Context: an optimization exercise on an open-source flow, tuned for small area. The choices shown serve that exercise and are no tape-out recipe. In this exercise RTL edits were held to simulation tests only and were not proved equivalent to the original. The clock port is modelled as an ideal driver; clocking choices that lean on that would not hold on a real chip. Power figures rest on the tool's default switching activity, not on a simulated workload.

## flow/run.sh

```bash
#!/bin/bash
set -euo pipefail
export BUFFER_PORTS_ARGS="-buffer_cell sky130_fd_sc_hd__buf_1"
export CTS_ARGS="-sink_clustering_enable -repair_clock_nets -dont_use_dummy_load -buf_list sky130_fd_sc_hd__clkbuf_8"
bash standard.sh > flow_make.log 2>&1
```

## standard.sh

```bash
#!/bin/bash
# synth_recipe.tcl (not shown) runs the flow's synth.tcl, then flattens the netlist and writes it again
# the make line also repeats each setting of config.mk as NAME=value (left out here)
make -C /OpenROAD-flow-scripts/flow DESIGN_CONFIG=/design/flow/config.mk WORK_HOME=/design/flow/orfs CLKGATE_MAP_FILE= SYNTH_SCRIPT=/design/flow/synth_recipe.tcl "${@:-finish}"
```

## config.mk

```make
export PLATFORM = sky130hd
export DESIGN_NAME = rc522
export DESIGN_NICKNAME = rc522
export VERILOG_FILES = /design/flow/design.v
export SDC_FILE = /design/flow/constraint.sdc
export NUM_CORES = 4
export LEC_CHECK = 0
export CAP_MARGIN = 20
export CORE_MARGIN = 2
export CORE_UTILIZATION = 55
export SLEW_MARGIN = 20
```

## constraint.sdc

```tcl
create_clock -name core_clock -period 10.0 [get_ports {clk}]
set_input_delay 2.0000 -clock core_clock [delete_from_list [all_inputs] [get_ports {clk}]]
set_output_delay 2.0000 -clock core_clock [all_outputs]
set_load 0.01 [all_outputs]
```

## design.v

```verilog
module spi (
    input               clk,
    input               rst_n,
    input               miso,
    input               tx_en,       
    input               tx_bit,
    input               rx_en,       
    input               rx_xor,      
    output reg          mosi,
    output reg  [7:0]   rx
);
    always @(posedge clk) begin
        if (rx_en)
            rx <= {rx[6:0], miso ^ (rx_xor & rx[7])};
    end
    always @(posedge clk or negedge rst_n) begin
        if (!rst_n)
            mosi <= 1'b0;
        else if (tx_en)
            mosi <= tx_bit;
    end
endmodule
module rc522 (
    input               clk,
    input               rst_n,
    input               miso,
    output              sclk,
    output              mosi,
    output              cs_n,
    output              rst,
    output reg [31:0]   UID,
    output              card_OK,
    output              RGB1_B,
    output              RGB1_G,
    output              RGB1_R,
    output              RGB2_B,
    output              RGB2_G,
    output              RGB2_R
);
    reg [9:0]   c;
    reg [8:0]   s;
    reg [2:0]   retry;
    reg         ok;
    wire [7:0]  rx;
    wire        step = (c == 10'd1020);
    reg         act;
    always @(*) begin
        case (s)
            51,52,53,54,55,56,57,58,59,60,61,
            63,64,65,66,67,68,69,
            71,
            74,75,76,77,78,79,
            84,86,88,90,92,94: act = 1'b1;
            default:           act = 1'b0;
        endcase
    end
    wire [15:0] w;
    assign w[0] = (~s[4] & ~s[2] & s[1] & s[0]) | (~s[4] & ~s[2] & ~s[1] & ~s[0]) | (s[3] & ~s[2] & s[1] & s[0]) | (s[5] & ~s[2] & ~s[1] & ~s[0]) | (~s[4] & ~s[3] & s[2] & ~s[1] & s[0]) | (s[4] & ~s[3] & s[2] & s[1] & s[0]) | (s[4] & s[3] & s[2] & ~s[1] & s[0]);
    assign w[1] = (~s[3] & ~s[2] & ~s[0]) | (~s[4] & ~s[2] & s[1] & s[0]) | (s[4] & s[2] & ~s[1] & s[0]) | (~s[3] & s[2] & ~s[1] & s[0]) | (s[5] & ~s[2] & ~s[1] & ~s[0]);
    assign w[2] = (~s[4] & ~s[3] & ~s[0]) | (~s[3] & s[2] & ~s[1] & s[0]) | (~s[4] & s[2] & s[1] & ~s[0]) | (~s[4] & ~s[3] & ~s[2] & s[1]) | (s[4] & s[3] & ~s[2] & s[1] & s[0]);
    assign w[3] = (s[4] & s[3] & ~s[2] & s[0]) | (~s[4] & ~s[3] & ~s[1] & ~s[0]) | (~s[4] & s[2] & s[1] & ~s[0]) | (s[4] & ~s[3] & s[2] & s[1] & s[0]);
    assign w[4] = (s[3] & ~s[2] & s[1] & s[0]) | (~s[4] & ~s[2] & ~s[1] & ~s[0]);
    assign w[5] = (~s[3] & ~s[2] & ~s[0]) | (s[4] & s[3] & ~s[2] & s[0]) | (s[4] & ~s[3] & s[2] & s[0]) | (~s[4] & s[3] & ~s[1] & ~s[0]);
    assign w[6] = (s[5] & ~s[2] & ~s[1] & s[0]) | (~s[4] & ~s[2] & ~s[1] & ~s[0]) | (s[5] & s[3] & s[1] & ~s[0]);
    assign w[7] = (~s[2] & ~s[1] & s[0]) | (~s[4] & s[3] & ~s[2]) | (s[5] & ~s[3] & s[2] & s[1]) | (~s[5] & s[3] & s[1] & s[0]) | (~s[4] & ~s[3] & ~s[1] & s[0]);
    assign w[8] = 1'b0;
    assign w[9] = (~s[5] & s[3] & s[2]) | (s[4] & s[3] & s[1]) | (s[3] & ~s[2] & s[0]) | (~s[4] & s[2] & ~s[1]) | (~s[4] & ~s[3] & ~s[2] & s[1]) | (~s[5] & s[4] & ~s[2]) | (~s[5] & s[4] & s[1]) | (s[4] & s[2] & s[1] & s[0]) | (s[5] & ~s[3] & ~s[1] & ~s[0]);
    assign w[10] = (s[5] & ~s[3] & s[1]) | (s[4] & ~s[3] & ~s[1] & ~s[0]) | (~s[4] & ~s[2] & ~s[1] & s[0]) | (~s[4] & s[3] & ~s[2] & ~s[0]);
    assign w[11] = (~s[4] & s[2] & s[0]) | (s[5] & s[3] & ~s[1]) | (s[5] & s[3] & ~s[0]) | (s[2] & ~s[1] & s[0]) | (~s[4] & ~s[2] & ~s[1] & ~s[0]) | (~s[5] & ~s[3] & s[1] & s[0]);
    assign w[12] = (~s[5] & s[4]) | (~s[5] & ~s[2] & s[1]) | (~s[4] & ~s[1] & s[0]) | (s[5] & ~s[2] & ~s[1]) | (s[4] & ~s[3] & s[2] & s[1]) | (~s[4] & s[3] & s[0]) | (~s[5] & s[3] & ~s[1]);
    assign w[13] = (s[5] & ~s[2] & s[1]) | (s[5] & s[2] & ~s[1] & ~s[0]) | (s[5] & s[3] & s[2] & ~s[1]);
    assign w[14] = (s[5] & ~s[2] & ~s[1]) | (s[5] & ~s[3] & s[2] & s[1]) | (s[5] & ~s[3] & ~s[1] & s[0]);
    assign w[15] = (~s[5] & s[4]) | (~s[5] & ~s[3] & s[2] & s[1]) | (s[5] & s[3] & s[2] & ~s[0]);
    wire [3:0]  k = c[8:5];
    wire        tx_bit = w[~k] | ((s[5:0] == 6'd61) & k[3] & rx[7]);
    wire        in_frame = act & ~c[9];
    assign sclk = in_frame & c[4];
    assign cs_n = ~(act & (~c[9] | (c[8:4] == 5'd0) | (&c)));
    spi spi_module (
        .clk    (clk),
        .rst_n  (rst_n),
        .miso   (miso),
        .tx_en  (in_frame & (c[4:0] == 5'd7)),
        .tx_bit (tx_bit),
        .rx_en  (in_frame & c[8] & (c[4:0] == 5'd14)),
        .rx_xor (s[3] & s[2] & s[1]),
        .mosi   (mosi),
        .rx     (rx)
    );
    always @(posedge clk or negedge rst_n) begin
        if (!rst_n) begin
            c     <= 10'd1021;
            s     <= 9'd0;
            retry <= 3'd0;
            UID   <= 32'd0;
        end else begin
            c <= c + 10'd1;
            if (step && s == 9'd72 && ~rx[5]) begin
                begin
                    if (retry == 3'd5) begin
                        retry <= 3'd0;
                        s     <= 9'd62;
                    end else begin
                        retry <= retry + 3'd1;
                        s     <= 9'd70;
                    end
                end
            end else if (step && s == 9'd501)
                s <= 9'd62;
            else
                s <= s + {8'd0, step};
            if (step) begin
                case (s)
                    86: UID[31:24] <= rx;
                    88: UID[23:16] <= rx;
                    90: UID[15:8]  <= rx;
                    92: UID[7:0]   <= rx;
                    default: ;
                endcase
            end
        end
    end
    always @(posedge clk) begin
        if (step && s == 9'd84)
            ok <= (rx == 8'd5);
        if (step && s == 9'd96)
            ok <= ok & (rx == (UID[31:24] ^ UID[23:16] ^ UID[15:8]));
    end
    assign card_OK = ok & (s == 9'd97);
    assign rst     = ~(s == 9'd2);
    wire led = (s >= 9'd99) && (s <= 9'd500);
    wire led1 = led & (UID == 32'h2359A629);
    wire led2 = led & (UID == 32'hF3F3A414);
    assign RGB1_B = led1;
    assign RGB1_G = led1;
    assign RGB1_R = led1;
    assign RGB2_B = led2;
    assign RGB2_G = led2;
    assign RGB2_R = led2;
endmodule
```

==> impl_metrics.sql, run 1 <==
INSERT INTO impl_metrics (metric_group, metric, value, unit) VALUES
('status', 'run_status', 'finished clean', ''),
('yosys', 'synthFlopType', 'sky130_fd_sc_hd__dfrtp_1', ''),
('yosys', 'synthTopCellsByArea', 'sky130_fd_sc_hd__dfrtp_1 (29%), sky130_fd_sc_hd__mux2_2 (8.8%), sky130_fd_sc_hd__edfxtp_1 (6.8%), sky130_fd_sc_hd__xnor2_1 (6.2%), sky130_fd_sc_hd__dfstp_2 (6.0%)', ''),
('cells_and_area', 'proportion_of_layout_cells_with_a_drive_suffix_above_1', '15.3', '%'),
('yosys', 'post_synth_num_cell_types', '68', ''),
('setup_path', 'critPathArrivalTime', '2.64', 'ns'),
('yosys', 'synth.most_common_cell', 'sky130_fd_sc_hd__dfrtp_1', ''),
('yosys', 'yosys.area_share.xor_xnor', '9.29', '%'),
('global_routing', 'first_pass_grt_wire_length', '15.1', 'mm'),
('cells_and_area', 'layout.cells.non_filler', '514', ''),
('cells_and_area', 'final_nets', '428', ''),
('clock_tree', 'cts.root.buffer_cell', 'sky130_fd_sc_hd__clkbuf_8', ''),
('global_routing', 'gr-usage-met2', '36.0', '%'),
('sta', 'max-slew-margin-rel', '41.1', '%'),
('setup_path', 'endpoint_kind', 'output pin', ''),
('global_routing', 'groute.layer.met1.usage', '39.2', '%'),
('sta', 'final_setup_skew', '0.0334', 'ns'),
('yosys', 'yosys_warnings', '2', ''),
('floorplan', 'core_region_area', '6870', 'µm²'),
('setup_path', 'cp_slowest_stage_delay', '0.88', 'ns'),
('global_routing', 'antenna_found_initial', '0', ''),
('setup_path', 'critical_path.startpoint_type', 'flop', ''),
('yosys', 'combinational_family_with_the_most_area_after_synthesis', 'simple AND/OR/NAND/NOR gates', ''),
('route', 'postRouteWirelength', '9.48', 'mm'),
('yosys', 'synthMuxAreaShare', '9.36', '%'),
('placement', 'port_buffers', '45', ''),
('sta', 'final_period_minus_worst_setup_slack', '4.64', 'ns'),
('placement', 'dp_hpwl', '6.65', 'mm'),
('sta', 'final.period_utilization', '46.4', '%'),
('clock_tree', 'cts_setup_buffers', '0', ''),
('worst_hold_path', 'holdCritStartpoint', 'spi_module.mosi', ''),
('clock_tree', 'cts_resized', '0', ''),
('yosys', 'synthesis.area', '3960', 'µm²'),
('setup_path', 'critPathKind', 'flop to output pin', ''),
('clock_tree', 'clk-insertion-delay-late', '0.34', 'ns'),
('worst_hold_path', 'min-delay-path-class', 'flop to flop', ''),
('yosys', 'synth-compound-area-share', '11.8', '%'),
('route', 'drt_iter0_drc', '251', ''),
('floorplan', 'core.rowCount', '30', ''),
('sta', 'fin_worst_hold_slack', '0.506', 'ns'),
('floorplan', 'initial_utilization', '57.6', '%'),
('clock_tree', 'clock_tree.buffer_depth', '2', ''),
('placement', 'dp.cells', '505', ''),
('power', 'ir_drop', '0.0914', 'mV'),
('sta', 'totalNegativeSetupSlack', '0', 'ns'),
('yosys', 'yosys.area.top_type_share', '29.1', '%'),
('yosys', 'synthSimpleGateAreaFrac', '22.0', '%'),
('sta', 'finalSetupViolCount', '0', ''),
('sta', 'tightest_slew', '0.884', 'ns'),
('clock_tree', 'cts-buffers-inserted', '9', ''),
('sta', 'grt_setup_unrepaired', 'false', ''),
('yosys', 'syn-num-nets', '396', ''),
('floorplan', 'dieArea', '7890', 'µm²'),
('setup_path', 'crit_path_cells', 'inv_1, o41a_1, a31oi_1, nor3_1, and2_1, buf_1', ''),
('setup_path', 'timing.critical_path.fanout_max', '27', ''),
('global_routing', 'overflow', '0', ''),
('route', 'drc', '0', ''),
('power', 'power-per-cell-area', '101', 'nW/µm²'),
('global_routing', 'grt_pass1_vias', '2915', ''),
('flow_run', 'drv.max_cap_violation_count', '0', ''),
('global_routing', 'grtUsageTotal', '25.6', '%'),
('setup_path', 'cp_data_required_time', '8.00', 'ns'),
('cells_and_area', 'fillers', '612', ''),
('setup_path', 'critPathTopFamily', 'flip-flops', ''),
('yosys', 'synth.cells.most_frequent', 'sky130_fd_sc_hd__dfrtp_1 (46), sky130_fd_sc_hd__mux2_2 (31), sky130_fd_sc_hd__xnor2_1 (28), sky130_fd_sc_hd__nand2_1 (27), sky130_fd_sc_hd__nor2_1 (17)', ''),
('yosys', 'synth_enable_flop_cells', '9', ''),
('setup_path', 'path_buf_inv', '2', ''),
('clock_tree', 'clk_pin_slew_worst_paths', '0.06', 'ns'),
('route', 'ant_nets', '0', ''),
('yosys', 'synth.ff_latch_count', '64', ''),
('clock_tree', 'cts_htree_levels', '3', '');
==> state kept, by name (all words and copies together), names as in the netlist <==
name             flops
UID                 32
c                   10
s                    9
spi_module.rx        8
retry                3
ok                   1
spi_module.mosi      1
==> layout make-up <==
class	instances	area (µm²)	share of cell area, %
Multi-Input combinational cell	287	2140	50.1
Tap cell	96	120	2.82
Clock buffer	9	124	2.91
Sequential cell	64	1660	38.9
Timing Repair Buffer	46	178	4.17
Inverter	12	45.0	1.06
==> worst reg2reg max path: stages, from the launching register on <==
cell and delay [ns]:
sky130_fd_sc_hd__dfrtp_1 0.70, sky130_fd_sc_hd__or2_1 0.45, sky130_fd_sc_hd__or4_4 0.56, sky130_fd_sc_hd__or2_4 0.33
sky130_fd_sc_hd__nor2_8 0.19, sky130_fd_sc_hd__mux2_2 0.36
==> final timing paths <==
path / to / cells after the start / slack (ns)
max reg2reg: UID[17] / 5 / 7.31
min in group asynchronous: spi_module.mosi / 2 / 1.79
min reg2reg: spi_module.mosi / 2 / 0.51
min: spi_module.mosi / 2 / 0.51
max: sclk / 6 / 5.36
max in group asynchronous: UID[3] / 2 / 7.72
==> power by group <==
part	switching, mW	internal, mW	leakage [nW]
sequential	0	0.264	0.815
clock	0.0828	0.0799	0.0647
combinational	0.00435	0.000607	0.886
total	0.0871	0.344	1.77
==> metrics by stage <==
step                utilization [%]  cell area [µm²]  power, mW  setup slack [ns]
finish                         62.0             4260      0.431              5.36
detailed placement             60.2             4140      0.274              5.75
global placement               60.2             4140      0.274              5.79
floorplan                         -             3960      0.269              6.11
CTS                            62.0             4260      0.438              5.37
global route                   62.0             4260      0.448              5.15
==> layer usage <==
layer,up-vias,share of wire (%)
met1,1492,48
met2,132,43
met3,21,7.1
met5,-,0
li1,1474,-
met4,0,2.1
==> placed cells by master, fill, tap and decap left out, types with 3 or more instances in the layout <==
cell and count:
sky130_fd_sc_hd__dfrtp_1 46, sky130_fd_sc_hd__buf_1 44, sky130_fd_sc_hd__mux2_2 31, sky130_fd_sc_hd__xnor2_1 28, sky130_fd_sc_hd__nand2_1 27, sky130_fd_sc_hd__nor2_1 17, sky130_fd_sc_hd__xor2_1 14, sky130_fd_sc_hd__nand3_1 12
sky130_fd_sc_hd__inv_1 12, sky130_fd_sc_hd__nand4_1 11, sky130_fd_sc_hd__o21ai_0 11, sky130_fd_sc_hd__nand2b_1 10, sky130_fd_sc_hd__a21oi_1 10, sky130_fd_sc_hd__dfstp_2 9, sky130_fd_sc_hd__clkbuf_8 9, sky130_fd_sc_hd__edfxtp_1 9
sky130_fd_sc_hd__nor3_1 8, sky130_fd_sc_hd__nor4b_1 7, sky130_fd_sc_hd__nor2b_1 7, sky130_fd_sc_hd__a31oi_1 7, sky130_fd_sc_hd__nor4_1 5, sky130_fd_sc_hd__o311ai_0 5, sky130_fd_sc_hd__ha_1 5, sky130_fd_sc_hd__nand4b_1 4
sky130_fd_sc_hd__or2_2 4, sky130_fd_sc_hd__a211oi_1 4, sky130_fd_sc_hd__nor3b_1 3, sky130_fd_sc_hd__or3_1 3, sky130_fd_sc_hd__and3_1 3, sky130_fd_sc_hd__and2_1 3, sky130_fd_sc_hd__a21o_1 3, sky130_fd_sc_hd__o21bai_1 3
==> cells by family (layout without fill, tap and decap cells) <==
logic type	count (synthesis)	in the layout
flip-flops	64	64
AND/OR/NAND/NOR	142	142
multiplexers	33	33
AO/OA/AOI/OAI	65	65
adder cells (fa/ha/maj)	5	5
XOR/XNOR	42	42
buffers and inverters	37	67
==> inputs of run 2 (changes only) <==
--- a/design.v
+++ b/design.v
@@ -39,3 +39,4 @@
 );
-    reg [9:0]   c;
+    reg [9:0]   cb;
+    wire [9:0]  c = ~cb;
     reg [8:0]   s;
@@ -91,3 +92,3 @@
         if (!rst_n) begin
-            c     <= 10'd1021;
+            cb    <= 10'd2;
             s     <= 9'd0;
@@ -96,12 +97,10 @@
         end else begin
-            c <= c + 10'd1;
+            cb <= cb - 10'd1;
             if (step && s == 9'd72 && ~rx[5]) begin
                 begin
-                    if (retry == 3'd5) begin
-                        retry <= 3'd0;
+                    retry <= {retry[1:0], ~retry[2]};
+                    if (retry[2] & ~retry[1])
                         s     <= 9'd62;
-                    end else begin
-                        retry <= retry + 3'd1;
+                    else
                         s     <= 9'd70;
-                    end
                 end
--- a/flow/run.sh
+++ b/flow/run.sh
@@ -2,2 +2,3 @@
 set -euo pipefail
+export POST_FLOORPLAN_TCL="$PWD/flow/area_opt.tcl"
 export BUFFER_PORTS_ARGS="-buffer_cell sky130_fd_sc_hd__buf_1"
==> flow/area_opt.tcl (new file) <==
# Sourced by ORFS floorplan.tcl (POST_FLOORPLAN_TCL hook).
# 1. Re-map the combinational logic for area with OpenROAD's restructure (ABC inside);
#    registers are left as they are.
# 2. Remove synthesis buffers, then swap each cell for the smallest cell of its family
#    (same name but for the drive-strength suffix: same function and pins).
set rdir [file join $::env(OBJECTS_DIR) restructure]
file mkdir $rdir
set ::ao_dont_use {}
if {[info exists ::env(DONT_USE_CELLS)]} { set ::ao_dont_use $::env(DONT_USE_CELLS) }
proc area_opt_dont_use {name} {
  foreach p $::ao_dont_use { if {[string match $p $name]} { return 1 } }
  return 0
}
# restructure hands ABC the liberty file as it is, don't-use cells included, so give it a
# copy of the library without them.
set lib [file join $rdir lib_allowed.lib]
set fin [open [lindex $::env(LIB_FILES) 0] r]
set fout [open $lib w]
set skip 0
set depth 0
while {[gets $fin line] >= 0} {
  if {!$skip && [regexp {^\s*cell\s*\(\s*"?([A-Za-z0-9_]+)"?\s*\)} $line -> cname] && [area_opt_dont_use $cname]} {
    set skip 1
    set depth 0
  }
  if {$skip} {
    incr depth [expr {[string length $line] - [string length [string map {"\{" ""} $line]]}]
    incr depth [expr {[string length [string map {"\}" ""} $line]] - [string length $line]}]
    if {$depth <= 0 && [string first "\}" $line] >= 0} { set skip 0 }
    continue
  }
  puts $fout $line
}
close $fin
close $fout
puts "area_opt: area before restructure [format %.1f [expr {[rsz::design_area]*1e12}]]"
restructure -target area -liberty_file $lib \
  -tielo_port sky130_fd_sc_hd__conb_1/LO -tiehi_port sky130_fd_sc_hd__conb_1/HI \
  -work_dir $rdir -abc_logfile [file join $rdir abc.log]
puts "area_opt: area after restructure [format %.1f [expr {[rsz::design_area]*1e12}]]"

remove_buffers
set db [ord::get_db]
set block [ord::get_db_block]
array set fam {}
foreach l [$db getLibs] {
  foreach m [$l getMasters] {
    set n [$m getName]
    if {[$m getType] ne "CORE"} continue
    if {![regexp {^(sky130_fd_sc_hd__[a-z0-9]+)_([0-9]+)$} $n -> base drv]} continue
    set skip 0
    foreach p $::ao_dont_use { if {[string match $p $n]} { set skip 1 } }
    if {$skip} continue
    if {[llength [get_lib_cells $n]] == 0} continue
    lappend fam($base) [list [expr {[$m getWidth] * [$m getHeight]}] $n]
  }
}
set swapped 0
foreach inst [$block getInsts] {
  set m [$inst getMaster]
  set n [$m getName]
  if {![regexp {^(sky130_fd_sc_hd__[a-z0-9]+)_([0-9]+)$} $n -> base drv]} continue
  if {![info exists fam($base)]} continue
  set best [lindex [lsort -real -index 0 $fam($base)] 0]
  if {[lindex $best 0] < [$m getWidth] * [$m getHeight]} {
    replace_cell [$inst getName] [lindex $best 1]
    incr swapped
  }
}
puts "area_opt: swapped $swapped cells for smaller ones; area now [format %.1f [expr {[rsz::design_area]*1e12}]]"

# refuse to go on with a don't-use cell in the design
foreach inst [[ord::get_db_block] getInsts] {
  set n [[$inst getMaster] getName]
  foreach p $::ao_dont_use {
    if {[string match $p $n]} { error "area_opt: don't-use cell $n on [$inst getName]" }
  }
}
==> run 2 against run 1 <==
Against the previous run:
- flip-flop and latch count is the same
- global-route usage grew 1.2 points
- utilization shrank 5.6 points
- worst setup slack lost 0.54 ns
- maximum frequency shrank 10%
- count of clock-buffer cells in the layout is the same
- via count grew 11%
- critical endpoint unchanged
- largest power group unchanged
==> impl_metrics.sql, run 2 <==
INSERT INTO impl_metrics (metric_group, metric, value, unit) VALUES
('status', 'run_status', 'finished clean', ''),
('placement', 'dp_hpwl', '7.47', 'mm'),
('cells_and_area', 'area_growth_syn_to_layout', '-1.74', '%'),
('clock_tree', 'cts_htree_levels', '3', ''),
('sta', 'grt_setup_unrepaired', 'false', ''),
('yosys', 'syn-num-nets', '404', ''),
('route', 'vias_per_cell', '6.26', ''),
('global_routing', 'grt_max_degree', '56', ''),
('sta', 'totalNegativeSetupSlack', '0', 'ns'),
('clock_tree', 'clk-insertion-delay-late', '0.33', 'ns'),
('yosys', 'yosys.area.top_type_share', '34.3', '%'),
('yosys', 'synth.ff_latch_count', '64', ''),
('sta', 'timing.final.ws_setup', '4.81', 'ns'),
('clock_tree', 'clock_tree.buffer_depth', '2', ''),
('floorplan', 'core_region_area', '6870', 'µm²'),
('cells_and_area', 'count_of_antenna_diodes_in_the_layout', '0', ''),
('sta', 'fmax', '193', 'MHz'),
('global_routing', 'grtUsageTotal', '26.8', '%'),
('route', 'routed-via-count', '3452', ''),
('global_routing', 'grt_pass1_vias', '3058', ''),
('floorplan', 'die-height', '88.7', 'µm'),
('worst_hold_path', 'min-delay-path-class', 'flop to flop', ''),
('sta', 'count_of_final_hold_check_violations', '0', ''),
('sta', 'drv_slew', '0', ''),
('clock_tree', 'cts-buffers-inserted', '9', ''),
('setup_path', 'cp_data_required_time', '8.00', 'ns'),
('setup_path', 'critPathArrivalTime', '3.19', 'ns'),
('setup_path', 'critical_path.startpoint_type', 'flop', ''),
('yosys', 'synthDominantAreaCellType', 'sky130_fd_sc_hd__dfrtp_1', ''),
('cells_and_area', 'leading_registers_by_flop_count', 'UID (32), cb (10), s (9)', ''),
('cells_and_area', 'top_register', 'UID', ''),
('clock_tree', 'numClockSinks', '64', ''),
('yosys', 'asyncSetResetFlopFracSynth', '85.9', '%'),
('yosys', 'synthTopCellsByArea', 'sky130_fd_sc_hd__dfrtp_1 (34%), sky130_fd_sc_hd__mux2_2 (9.7%), sky130_fd_sc_hd__edfxtp_1 (6.9%), sky130_fd_sc_hd__xnor2_1 (5.1%), sky130_fd_sc_hd__xor2_1 (3.6%)', ''),
('route', 'drc', '0', ''),
('floorplan', 'num_io_pins', '46', ''),
('clock_tree', 'cts_resized', '0', ''),
('global_routing', 'overflow', '0', ''),
('clock_tree', 'tritoncts_clock_tree', 'done', ''),
('setup_path', 'timing.critical_path.fanout_max', '16', ''),
('yosys', 'synth_enable_flop_cells', '9', ''),
('global_routing', 'antenna_found_initial', '0', ''),
('floorplan', 'fp.dieW', '88.7', 'µm'),
('placement', 'gp_routability_congestion', '0.909', ''),
('cells_and_area', 'finalCoreUtilization', '56.4', '%'),
('sta', 'tightest_slew', '0.950', 'ns'),
('floorplan', 'dieArea', '7860', 'µm²'),
('sta', 'finalSetupViolCount', '0', ''),
('yosys', 'post_synth_num_cell_types', '66', ''),
('setup_path', 'critPathKind', 'flop to output pin', ''),
('placement', 'port_buffers', '45', ''),
('flow_run', 'drv.max_cap_violation_count', '0', ''),
('placement', 'pre_cts_ws', '5.28', 'ns'),
('cells_and_area', 'final_cell_area', '3870', 'µm²'),
('route', 'drt_pre_antenna_iters', '6', ''),
('yosys', 'yosys_warnings', '2', ''),
('power', 'ir_drop', '0.0858', 'mV'),
('global_routing', 'first_pass_grt_wire_length', '16.0', 'mm'),
('cells_and_area', 'final_nets', '460', ''),
('route', 'wire_per_inst', '18.2', 'µm'),
('floorplan', 'initial_utilization', '57.4', '%'),
('cells_and_area', 'largest_reg_flops', '32', ''),
('floorplan', 'core.rowCount', '30', ''),
('cells_and_area', 'mostFrequentLayoutCell', 'sky130_fd_sc_hd__clkinv_1', ''),
('yosys', 'synthFlopType', 'sky130_fd_sc_hd__dfrtp_1', ''),
('yosys', 'number_of_cells_produced_by_synthesis', '395', ''),
('clock_tree', 'hold_buffers', '0', ''),
('power', 'power-per-cell-area', '112', 'nW/µm²'),
('yosys', 'synth.cells.most_frequent', 'sky130_fd_sc_hd__dfrtp_1 (54), sky130_fd_sc_hd__mux2_2 (34), sky130_fd_sc_hd__nand2_1 (33), sky130_fd_sc_hd__nor2_1 (24), sky130_fd_sc_hd__xnor2_1 (23)', ''),
('route', 'drt_iter0_drc', '326', ''),
('cells_and_area', 'layout_common_cells', 'sky130_fd_sc_hd__clkinv_1 (81), sky130_fd_sc_hd__o22ai_1 (55), sky130_fd_sc_hd__dfrtp_1 (54)', ''),
('yosys', 'seq_area_frac_synth', '41.8', '%'),
('clock_tree', 'cts_setup_buffers', '0', ''),
('yosys', 'synthesis.area', '3940', 'µm²'),
('sta', 'final.period_utilization', '51.9', '%'),
('yosys', 'synth.most_common_cell', 'sky130_fd_sc_hd__dfrtp_1', ''),
('cells_and_area', 'fillers', '662', ''),
('power', 'power.static_leakage', '1.36', 'nW'),
('clock_tree', 'clk_pin_slew_worst_paths', '0.06', 'ns'),
('sta', 'fin_worst_hold_slack', '0.474', 'ns'),
('clock_tree', 'cts.root.buffer_cell', 'sky130_fd_sc_hd__clkbuf_8', ''),
('sta', 'final_setup_skew', '0.0259', 'ns'),
('setup_path', 'endpoint_kind', 'output pin', ''),
('placement', 'placed_area', '3750', 'µm²'),
('route', 'postRouteWirelength', '10.0', 'mm'),
('route', 'ant_nets', '0', ''),
('cells_and_area', 'proportion_of_layout_cells_with_a_drive_suffix_above_1', '3.08', '%'),
('sta', 'max-slew-margin-rel', '36.2', '%'),
('yosys', 'synth.avg_cell_area', '9.98', 'µm²'),
('sta', 'final_period_minus_worst_setup_slack', '5.19', 'ns');
## run 2: cell types whose count changed after synthesis, sizes merged, moves of 3 or more
cell / before / now
nand4: 11 / 8
dfrtp: 46 / 54
nor3: 9 / 18
nand2b: 10 / 13
nand2: 27 / 33
a21o: 3 / 0
xnor2: 28 / 23
nor4: 5 / 1
nor2: 21 / 25
o311ai: 5 / 2
dfstp: 9 / 1
## run 2: worst paths after layout
path | cells after the start | startpoint | to | slack [ns]
worst max-delay path | 9 | s[2] | sclk | 4.81
worst max register to register | 9 | s[2] | spi_module.mosi | 6.75
max in group asynchronous | 2 | rst_n | UID[13] | 7.71
min in group asynchronous | 2 | rst_n | UID[8] | 1.79
worst min register to register | 1 | cb[9] | cb[9] | 0.47
worst min-delay path | 1 | cb[9] | cb[9] | 0.47
## run 2: cell families (layout without fill, tap and decap cells)
logic type               count (synthesis)  in the layout  share of synthesized area [%]
AO/OA/AOI/OAI                           61            131                           10.4
XOR/XNOR                                39              2                           8.66
adder cells (fa/ha/maj)                  6              0                           1.90
buffers and inverters                   37            137                           4.28
flip-flops                              64             64                           41.8
multiplexers                            35              1                           9.96
AND/OR/NAND/NOR                        153            120                           23.0
## run 2: final cells by class
class / instances / area [µm²] / share of cell area (%)
multi-input combinational: 254 / 1490 / 38.6
timing repair buffer: 47 / 185 / 4.78
sequential: 64 / 1650 / 42.5
clock buffer: 9 / 124 / 3.20
inverter: 81 / 304 / 7.85
tap: 96 / 120 / 3.10
## run 2: critical path: stages (launching register included)
cell and delay [ns]:
sky130_fd_sc_hd__dfrtp_1 0.67, sky130_fd_sc_hd__clkinv_1 0.47, sky130_fd_sc_hd__nor2_1 0.40, sky130_fd_sc_hd__clkinv_1 0.16
sky130_fd_sc_hd__o32ai_1 0.29, sky130_fd_sc_hd__nor4_1 0.07, sky130_fd_sc_hd__o21ai_0 0.37, sky130_fd_sc_hd__or2_0 0.25
sky130_fd_sc_hd__nor2_1 0.06, sky130_fd_sc_hd__buf_1 0.12
## run 2: power breakdown
| part | switching, mW | internal, mW | total [mW] |
|---|---|---|---|
| sequential | 0 | 0.264 | 0.264 |
| clock | 0.0837 | 0.0799 | 0.164 |
| combinational | 0.00435 | 0.000606 | 0.00495 |
## run 2: per-stage QoR
stage                     total power [mW]  instances
after floorplan                      0.269        395
after global routing                 0.447        551
after detailed placement             0.274        542
after global placement               0.274        542
after CTS                            0.438        551
final                                0.432        551
## run 2: routing by layer
layer	vias to the layer above	share of wire [%]	global-route usage [%]
met5	-	0	0
met4	0	0.68	5.65
met3	6	9.1	6.72
met2	165	43	38.2
met1	1649	48	41.2
li1	1632	-	-
==> inputs of run 3 (changes only) <==
--- a/design.v
+++ b/design.v
@@ -46,2 +46,3 @@
     wire        step = (c == 10'd1020);
+    wire        last = s[8] & s[7] & s[6] & s[5] & s[4] & s[2] & s[0];
     reg         act;
@@ -106,3 +107,3 @@
                 end
-            end else if (step && s == 9'd501)
+            end else if (step && last)
                 s <= 9'd62;
@@ -122,5 +123,5 @@
     always @(posedge clk) begin
-        if (step && s == 9'd84)
+        if (step && s[4] && !s[3] && s[2] && !s[1] && !s[0])
             ok <= (rx == 8'd5);
-        if (step && s == 9'd96)
+        else if (step && s[5])
             ok <= ok & (rx == (UID[31:24] ^ UID[23:16] ^ UID[15:8]));
@@ -129,3 +130,3 @@
     assign rst     = ~(s == 9'd2);
-    wire led = (s >= 9'd99) && (s <= 9'd500);
+    wire led = (s >= 9'd99) && !last;
     wire led1 = led & (UID == 32'h2359A629);
==> flow/run.sh (replaced) <==
#!/bin/bash
set -euo pipefail
export POST_FLOORPLAN_TCL="$PWD/flow/area_opt.tcl"
export BUFFER_PORTS_ARGS="-buffer_cell sky130_fd_sc_hd__buf_1"
export CTS_ARGS="-sink_clustering_enable -repair_clock_nets -dont_use_dummy_load -buf_list sky130_fd_sc_hd__clkbuf_4"
export POST_CTS_TCL="$PWD/flow/clock_fix.tcl"
bash standard.sh > flow_make.log 2>&1
==> flow/clock_fix.tcl (new file) <==
# Sourced at the end of ORFS cts.tcl (POST_CTS_TCL hook). CTS builds the tree from
# clkbuf_4; here each clock buffer whose loads would see a slew over the limit below
# (with placement parasitics) becomes a clkbuf_8, then the placement is legalized again.
set limit_ps 80.0
estimate_parasitics -placement
set block [ord::get_db_block]
set up 0
foreach inst [$block getInsts] {
  if {[[$inst getMaster] getName] ne "sky130_fd_sc_hd__clkbuf_4"} continue
  set out [$inst findITerm X]
  set net [$out getNet]
  if {$net eq "NULL" || [$net getSigType] ne "CLOCK"} continue
  set worst 0.0
  foreach it [$net getITerms] {
    if {[$it isOutputSignal]} continue
    set pin [get_pins "[[$it getInst] getName]/[[$it getMTerm] getName]"]
    foreach e {rise fall} {
      set s [expr {[sta::time_ui_sta [get_property $pin slew_max_$e]] * 1e12}]
      if {$s > $worst} { set worst $s }
    }
  }
  if {$worst > $limit_ps} {
    replace_cell [$inst getName] sky130_fd_sc_hd__clkbuf_8
    incr up
    puts "clock_fix: [$inst getName] slew [format %.1f $worst] ps -> clkbuf_8"
  }
}
puts "clock_fix: upsized $up clock buffers"
if {$up > 0} {
  detailed_placement
  check_placement -verbose
  estimate_parasitics -placement
}
set worst 0.0
foreach pin [all_registers -clock_pins -edge_triggered] {
  foreach e {rise fall} {
    set s [expr {[sta::time_ui_sta [get_property $pin slew_max_$e]] * 1e12}]
    if {$s > $worst} { set worst $s }
  }
}
puts "clock_fix: worst flip-flop clock slew now [format %.1f $worst] ps"
==> run 3 against run 2 <==
Against the previous run:
- worst setup slack improved by 0.27 ns
- worst hold slack improved by 0.019 ns
- clock power barely moved
- utilization fell by 0.13 points
- non-clock buffer count rose by 2
- critical endpoint is now cs_n
- largest cell class unchanged
==> impl_metrics.sql, run 3 <==
INSERT INTO impl_metrics (metric_group, metric, value, unit) VALUES
('clock_tree', 'tritoncts_clock_tree', 'done', ''),
('sta', 'max-slew-margin-rel', '39.6', '%'),
('setup_path', 'endpoint_kind', 'output pin', ''),
('worst_hold_path', 'hold-path-endpoint', 'spi_module.rx[4]', ''),
('power', 'ir_drop', '0.0553', 'mV'),
('yosys', 'seq_area_frac_synth', '41.6', '%'),
('floorplan', 'dieArea', '7900', 'µm²'),
('yosys', 'syn-num-nets', '399', ''),
('route', 'drt_iter0_drc', '265', ''),
('cells_and_area', 'final_nets', '453', ''),
('placement', 'placed_area', '3750', 'µm²'),
('setup_path', 'critPathKind', 'flop to output pin', ''),
('floorplan', 'fp.dieW', '88.9', 'µm'),
('floorplan', 'core_region_area', '6870', 'µm²'),
('sta', 'final_setup_skew', '0.0115', 'ns'),
('sta', 'finalSetupViolCount', '0', ''),
('route', 'wire_per_inst', '18.8', 'µm'),
('sta', 'final.period_utilization', '49.1', '%'),
('setup_path', 'worst_r2r_endpoint', 'UID[2]', ''),
('setup_path', 'number_of_cells_on_the_worst_reg_to_reg_path', '9', ''),
('route', 'drc', '0', ''),
('cells_and_area', 'area_growth_syn_to_layout', '-2.49', '%'),
('clock_tree', 'numClockSinks', '64', ''),
('yosys', 'yosys.area.top_type_share', '34.1', '%'),
('setup_path', 'cp_data_required_time', '8.00', 'ns'),
('cells_and_area', 'layout_common_cells', 'sky130_fd_sc_hd__clkinv_1 (73), sky130_fd_sc_hd__dfrtp_1 (54), sky130_fd_sc_hd__o22ai_1 (48)', ''),
('yosys', 'synthFlopType', 'sky130_fd_sc_hd__dfrtp_1', ''),
('global_routing', 'antenna_found_initial', '0', ''),
('cells_and_area', 'largest_reg_flops', '32', ''),
('cells_and_area', 'mostFrequentLayoutCell', 'sky130_fd_sc_hd__clkinv_1', ''),
('route', 'postRouteWirelength', '10.2', 'mm'),
('route', 'ant_nets', '0', ''),
('placement', 'dp_hpwl', '7.35', 'mm'),
('sta', 'fmax', '203', 'MHz'),
('yosys', 'synthesis.area', '3970', 'µm²'),
('cells_and_area', 'final_cell_area', '3870', 'µm²'),
('status', 'run_status', 'finished clean', ''),
('global_routing', 'first_pass_grt_wire_length', '16.4', 'mm'),
('global_routing', 'grt_max_degree', '56', ''),
('yosys', 'synthTopCellsByArea', 'sky130_fd_sc_hd__dfrtp_1 (34%), sky130_fd_sc_hd__edfxtp_1 (6.8%), sky130_fd_sc_hd__mux2_4 (6.1%), sky130_fd_sc_hd__xnor2_1 (6.0%), sky130_fd_sc_hd__mux2_2 (5.1%)', ''),
('worst_hold_path', 'hold_path_cell_cnt', '0', ''),
('floorplan', 'initial_utilization', '57.7', '%'),
('yosys', 'yosys_warnings', '2', ''),
('floorplan', 'core.rowCount', '30', ''),
('yosys', 'number_of_cells_produced_by_synthesis', '390', ''),
('yosys', 'synth.ff_latch_count', '64', ''),
('route', 'drt_pre_antenna_iters', '5', ''),
('clock_tree', 'clk_pin_slew_worst_paths', '0.07', 'ns'),
('cells_and_area', 'count_of_antenna_diodes_in_the_layout', '0', ''),
('route', 'vias_per_cell', '6.25', ''),
('power', 'fin_total_pwr', '0.430', 'mW'),
('cells_and_area', 'leading_registers_by_flop_count', 'UID (32), cb (10), s (9)', ''),
('setup_path', 'timing.critical_path.fanout_max', '15', ''),
('power', 'power-per-cell-area', '111', 'nW/µm²'),
('yosys', 'synth.avg_cell_area', '10.2', 'µm²'),
('sta', 'grt_setup_unrepaired', 'false', ''),
('cells_and_area', 'finalCoreUtilization', '56.3', '%'),
('yosys', 'synth.cells.most_frequent', 'sky130_fd_sc_hd__dfrtp_1 (54), sky130_fd_sc_hd__nand2_1 (29), sky130_fd_sc_hd__xnor2_1 (27), sky130_fd_sc_hd__nor2_1 (23), sky130_fd_sc_hd__mux2_2 (18)', ''),
('route', 'routed-via-count', '3398', ''),
('cells_and_area', 'top_register', 'UID', ''),
('placement', 'pre_cts_ws', '5.51', 'ns'),
('power', 'power.static_leakage', '1.38', 'nW'),
('global_routing', 'grt_pass1_vias', '3108', ''),
('worst_hold_path', 'holdCritStartpoint', 'spi_module.rx[3]', ''),
('global_routing', 'overflow', '0', ''),
('worst_hold_path', 'min-delay-path-class', 'flop to flop', ''),
('placement', 'port_buffers', '45', ''),
('setup_path', 'timing.reg2reg.setup_slack', '6.22', 'ns'),
('yosys', 'asyncSetResetFlopFracSynth', '85.9', '%'),
('global_routing', 'grtUsageTotal', '27.6', '%'),
('clock_tree', 'clk-insertion-delay-late', '0.33', 'ns'),
('setup_path', 'critical_path.startpoint_type', 'flop', ''),
('sta', 'final_period_minus_worst_setup_slack', '4.91', 'ns'),
('sta', 'totalNegativeSetupSlack', '0', 'ns'),
('floorplan', 'num_io_pins', '46', ''),
('setup_path', 'critPathArrivalTime', '2.91', 'ns'),
('sta', 'drv_slew', '0', ''),
('floorplan', 'die-height', '88.9', 'µm'),
('yosys', 'synth.most_common_cell', 'sky130_fd_sc_hd__dfrtp_1', ''),
('placement', 'gp_routability_congestion', '0.949', ''),
('sta', 'count_of_final_hold_check_violations', '0', ''),
('sta', 'timing.final.ws_setup', '5.09', 'ns'),
('flow_run', 'drv.max_cap_violation_count', '0', ''),
('yosys', 'synth_enable_flop_cells', '9', ''),
('setup_path', 'worstReg2RegStart', 'cb[5]', ''),
('yosys', 'synthDominantAreaCellType', 'sky130_fd_sc_hd__dfrtp_1', ''),
('yosys', 'post_synth_num_cell_types', '66', ''),
('sta', 'tightest_slew', '0.899', 'ns'),
('cells_and_area', 'proportion_of_layout_cells_with_a_drive_suffix_above_1', '3.35', '%');
-- run 3: worst max-delay path by stage --
stage | startpoint | endpoint | depth (start not counted)
floorplan | s[1] | RGB2_G | 8
global placement | s[1] | cs_n | 8
global route | s[1] | cs_n | 8
finish | s[1] | cs_n | 8
detailed placement | s[4] | RGB2_B | 5
-- run 3: kinds of logic after synthesis --
group / count (synthesis) / synth area share [%]
AOI/OAI and AO/OA: 61 / 10.7
xor gates and xnor gates: 41 / 9.06
adders and majority gates: 6 / 1.89
buffers and inverters: 40 / 4.73
DFF: 64 / 41.6
muxes: 34 / 11.2
and+or+nand+nor: 144 / 20.9
-- run 3: final cells by class --
| class | count | area, µm² |
|---|---|---|
| clock buffer | 9 | 118 |
| fill | 674 | 3000 |
| inverter | 73 | 274 |
| multi-input combinational | 253 | 1510 |
| sequential | 64 | 1650 |
| tap | 96 | 120 |
| timing repair buffer | 49 | 200 |
-- run 3: metrics by stage --
stage	cells	hold WS (ns)
2_1_floorplan	390	0.446
3_3_place_gp	535	0.473
3_5_place_dp	535	0.476
5_1_grt	544	0.509
6_report	544	0.493
-- run 3: per-layer routing --
metal  track usage [%]  part of all wire [%]  wire length, µm  vias up
met5                 0                     0                0        -
met4              9.09                   2.0              206        0
met3              5.17                   7.1              726       23
met2              44.8                    48             4910      184
met1              37.5                    43             4390     1560
li1                  -                     -                -     1631
-- run 3: critical path: stages (launching register included) --
cell and delay [ns]:
sky130_fd_sc_hd__dfrtp_1 0.62, sky130_fd_sc_hd__clkinv_1 0.44, sky130_fd_sc_hd__nor2_1 0.36, sky130_fd_sc_hd__nand3_1 0.16, sky130_fd_sc_hd__o2111a_1 0.17, sky130_fd_sc_hd__o21a_1 0.16
sky130_fd_sc_hd__o21ai_0 0.37, sky130_fd_sc_hd__a31o_1 0.16, sky130_fd_sc_hd__buf_1 0.15
-- run 3: where the power goes --
group | switching, mW | total [mW] | internal, mW
Combinational | 0.00442 | 0.00502 | 0.000606
Clock | 0.0859 | 0.162 | 0.0760
Sequential | 0 | 0.263 | 0.263
==> inputs of run 4 (changes only) <==
--- a/config.mk
+++ b/config.mk
@@ -7,2 +7,3 @@
 export LEC_CHECK = 0
+export ABC_AREA = 1
 export CAP_MARGIN = 20
==> run 4 against run 3 <==
Against the previous run:
- still clean on timing, DRC and antenna
- critical path depth increased by 1
- area after synthesis grew 1.6%
- first-iteration DRC count down 17%
- non-clock buffer count down 1
- via count fell by 0.88%
- count of clock-buffer cells in the layout unchanged
- clock power fell by 5%
- utilization is 2.8 points lower
- critical path type unchanged
- largest power group unchanged
==> impl_metrics.sql, run 4 <==
INSERT INTO impl_metrics (metric_group, metric, value, unit) VALUES
('status', 'run_status', 'finished clean', ''),
('cells_and_area', 'area_growth_syn_to_layout', '-4.66', '%'),
('sta', 'final_setup_skew', '0.0232', 'ns'),
('setup_path', 'critPathKind', 'flop to output pin', ''),
('sta', 'drv_slew', '0', ''),
('route', 'drt_iter0_drc', '219', ''),
('global_routing', 'grt_max_degree', '56', ''),
('route', 'drc', '0', ''),
('placement', 'dp_hpwl', '7.34', 'mm'),
('setup_path', 'cp_data_required_time', '8.00', 'ns'),
('clock_tree', 'numClockSinks', '64', ''),
('global_routing', 'grt_pass1_vias', '3199', ''),
('global_routing', 'antenna_found_initial', '0', ''),
('setup_path', 'endpoint_kind', 'output pin', ''),
('cells_and_area', 'top_register', 'UID', ''),
('route', 'drt_pre_antenna_iters', '5', ''),
('setup_path', 'crit_path_cells', 'clkinv_1, nor2_1, clkinv_1, a221oi_1, nor4_1, o21ai_0, or2_0, nor2_1, buf_1', ''),
('clock_tree', 'clk-insertion-delay-late', '0.34', 'ns'),
('yosys', 'synthTopCellsByArea', 'sky130_fd_sc_hd__dfrtp_1 (34%), sky130_fd_sc_hd__nand2_1 (11%), sky130_fd_sc_hd__edfxtp_1 (6.7%), sky130_fd_sc_hd__nand3_1 (6.5%), sky130_fd_sc_hd__nor2_1 (5.1%)', ''),
('global_routing', 'first_pass_grt_wire_length', '16.0', 'mm'),
('yosys', 'post_synth_num_cell_types', '37', ''),
('cells_and_area', 'proportion_of_layout_cells_with_a_drive_suffix_above_1', '3.18', '%'),
('route', 'routed-via-count', '3368', ''),
('setup_path', 'crit_end', 'sclk', ''),
('worst_hold_path', 'holdCritStartpoint', 'spi_module.rx[6]', ''),
('cells_and_area', 'layout_common_cells', 'sky130_fd_sc_hd__clkinv_1 (77), sky130_fd_sc_hd__dfrtp_1 (54), sky130_fd_sc_hd__o22ai_1 (50)', ''),
('setup_path', 'path_depth', '9', ''),
('yosys', 'synth.most_common_cell', 'sky130_fd_sc_hd__nand2_1', ''),
('cells_and_area', 'leading_registers_by_flop_count', 'UID (32), cb (10), s (9)', ''),
('floorplan', 'fp.dieW', '89.6', 'µm'),
('route', 'wire_per_inst', '18.4', 'µm'),
('sta', 'timing.final.ws_setup', '4.82', 'ns'),
('power', 'power.static_leakage', '1.35', 'nW'),
('sta', 'fin_worst_hold_slack', '0.473', 'ns');
run 4: cell count changes after synthesis, moves of 13 or more:
| cell | previous run | this run |
|---|---|---|
| sky130_fd_sc_hd__nand3_1 | 11 | 52 |
| sky130_fd_sc_hd__o21ai_1 | 0 | 28 |
| sky130_fd_sc_hd__nand2_1 | 29 | 114 |
| sky130_fd_sc_hd__nand2b_1 | 13 | 0 |
| sky130_fd_sc_hd__mux2_2 | 18 | 0 |
| sky130_fd_sc_hd__inv_1 | 10 | 47 |
| sky130_fd_sc_hd__mux2_4 | 16 | 0 |
| sky130_fd_sc_hd__clkbuf_1 | 17 | 1 |
| sky130_fd_sc_hd__nor2_1 | 23 | 55 |
run 4: metrics by stage:
| step | std cells | area (µm²) |
|---|---|---|
| 2_1_floorplan | 517 | 4030 |
| 3_3_place_gp | 530 | 3730 |
| 3_5_place_dp | 530 | 3730 |
| 5_1_grt | 539 | 3840 |
| 6_report | 539 | 3840 |
run 4: final cells by class:
type	count	area (µm²)
clock buffers	9	111
fillers	685	3340
inverters	77	289
multi-input cells	242	1480
flip-flops and latches	64	1650
well taps	99	124
repair buffers	48	193
run 4: worst register-to-register path: stages, from the launching register on:
cell and delay (ns):
sky130_fd_sc_hd__dfrtp_1 0.50, sky130_fd_sc_hd__clkinv_1 0.17, sky130_fd_sc_hd__nand4_1 0.09, sky130_fd_sc_hd__nor3_1 0.56, sky130_fd_sc_hd__nand3_1 0.17, sky130_fd_sc_hd__or3_1 0.38
sky130_fd_sc_hd__or3_1 0.35, sky130_fd_sc_hd__nor2_1 0.60, sky130_fd_sc_hd__clkinv_1 0.46, sky130_fd_sc_hd__o22ai_1 0.22
run 4: per-layer routing:
metal / routed length (µm) / GRT usage, % / share of wire, % / up-vias
li1: - / - / - / 1587
met1: 4180 / 33.1 / 42 / 1575
met2: 4680 / 43.9 / 47 / 169
met3: 645 / 5.30 / 6.5 / 37
met4: 411 / 12.5 / 4.1 / 0
met5: 0 / 0 / 0 / -
run 4: how the worst min path moves through the flow:
stage	end	slack, ns
6_report	spi_module.rx[7]	0.47
5_1_grt	spi_module.rx[7]	0.49
2_1_floorplan	cb[2]	0.46
3_3_place_gp	retry[1]	0.47
3_5_place_dp	retry[1]	0.48
run 4: kinds of logic after synthesis:
family          after synthesis  synth area share [%]
simple gates                276                  33.0
buf+inv                      78                  8.70
flops                        64                  40.9
compound gates               63                  9.01
xor+xnor                     30                  6.52
fa+ha+maj                     6                  1.86
run 4: report_power, final:
group	switching [mW]	internal, mW
Clock	0.0821	0.0718
Sequential	0	0.263
Combinational	0.00431	0.000562
Total	0.0864	0.336

==> static timing again, ports no longer ideal <==
The results above use ideal ports. As a check the final layouts listed here were re-extracted and re-timed, cells and wires unchanged.
Step 1: set_driving_cell puts a clkbuf_16 on clk and a buf_2 on each other input, an assumption about the parent block.
Step 2 moves the port delays by t, midway between the first and last clock arrival at a register: inputs arrive t later, outputs are due t later. That takes back most of the time a late clock gives input paths.
Slacks: ideal ports / drivers / drivers and shift; pairs: ideal ports / drivers.
run | t, ns | setup slack, ns | worst register clock-pin slew, ns
run 1 | 0.360 | 5.356 / 5.323 / 5.684 | 0.08 / 0.08
run 2 | 0.351 | 4.814 / 4.785 / 5.136 | 0.08 / 0.08
run 3 | 0.354 | 5.086 / 5.055 / 5.410 | 0.07 / 0.07
run 4 | 0.358 | 4.816 / 4.784 / 5.142 | 0.08 / 0.08
After both steps every run listed still meets setup and hold.
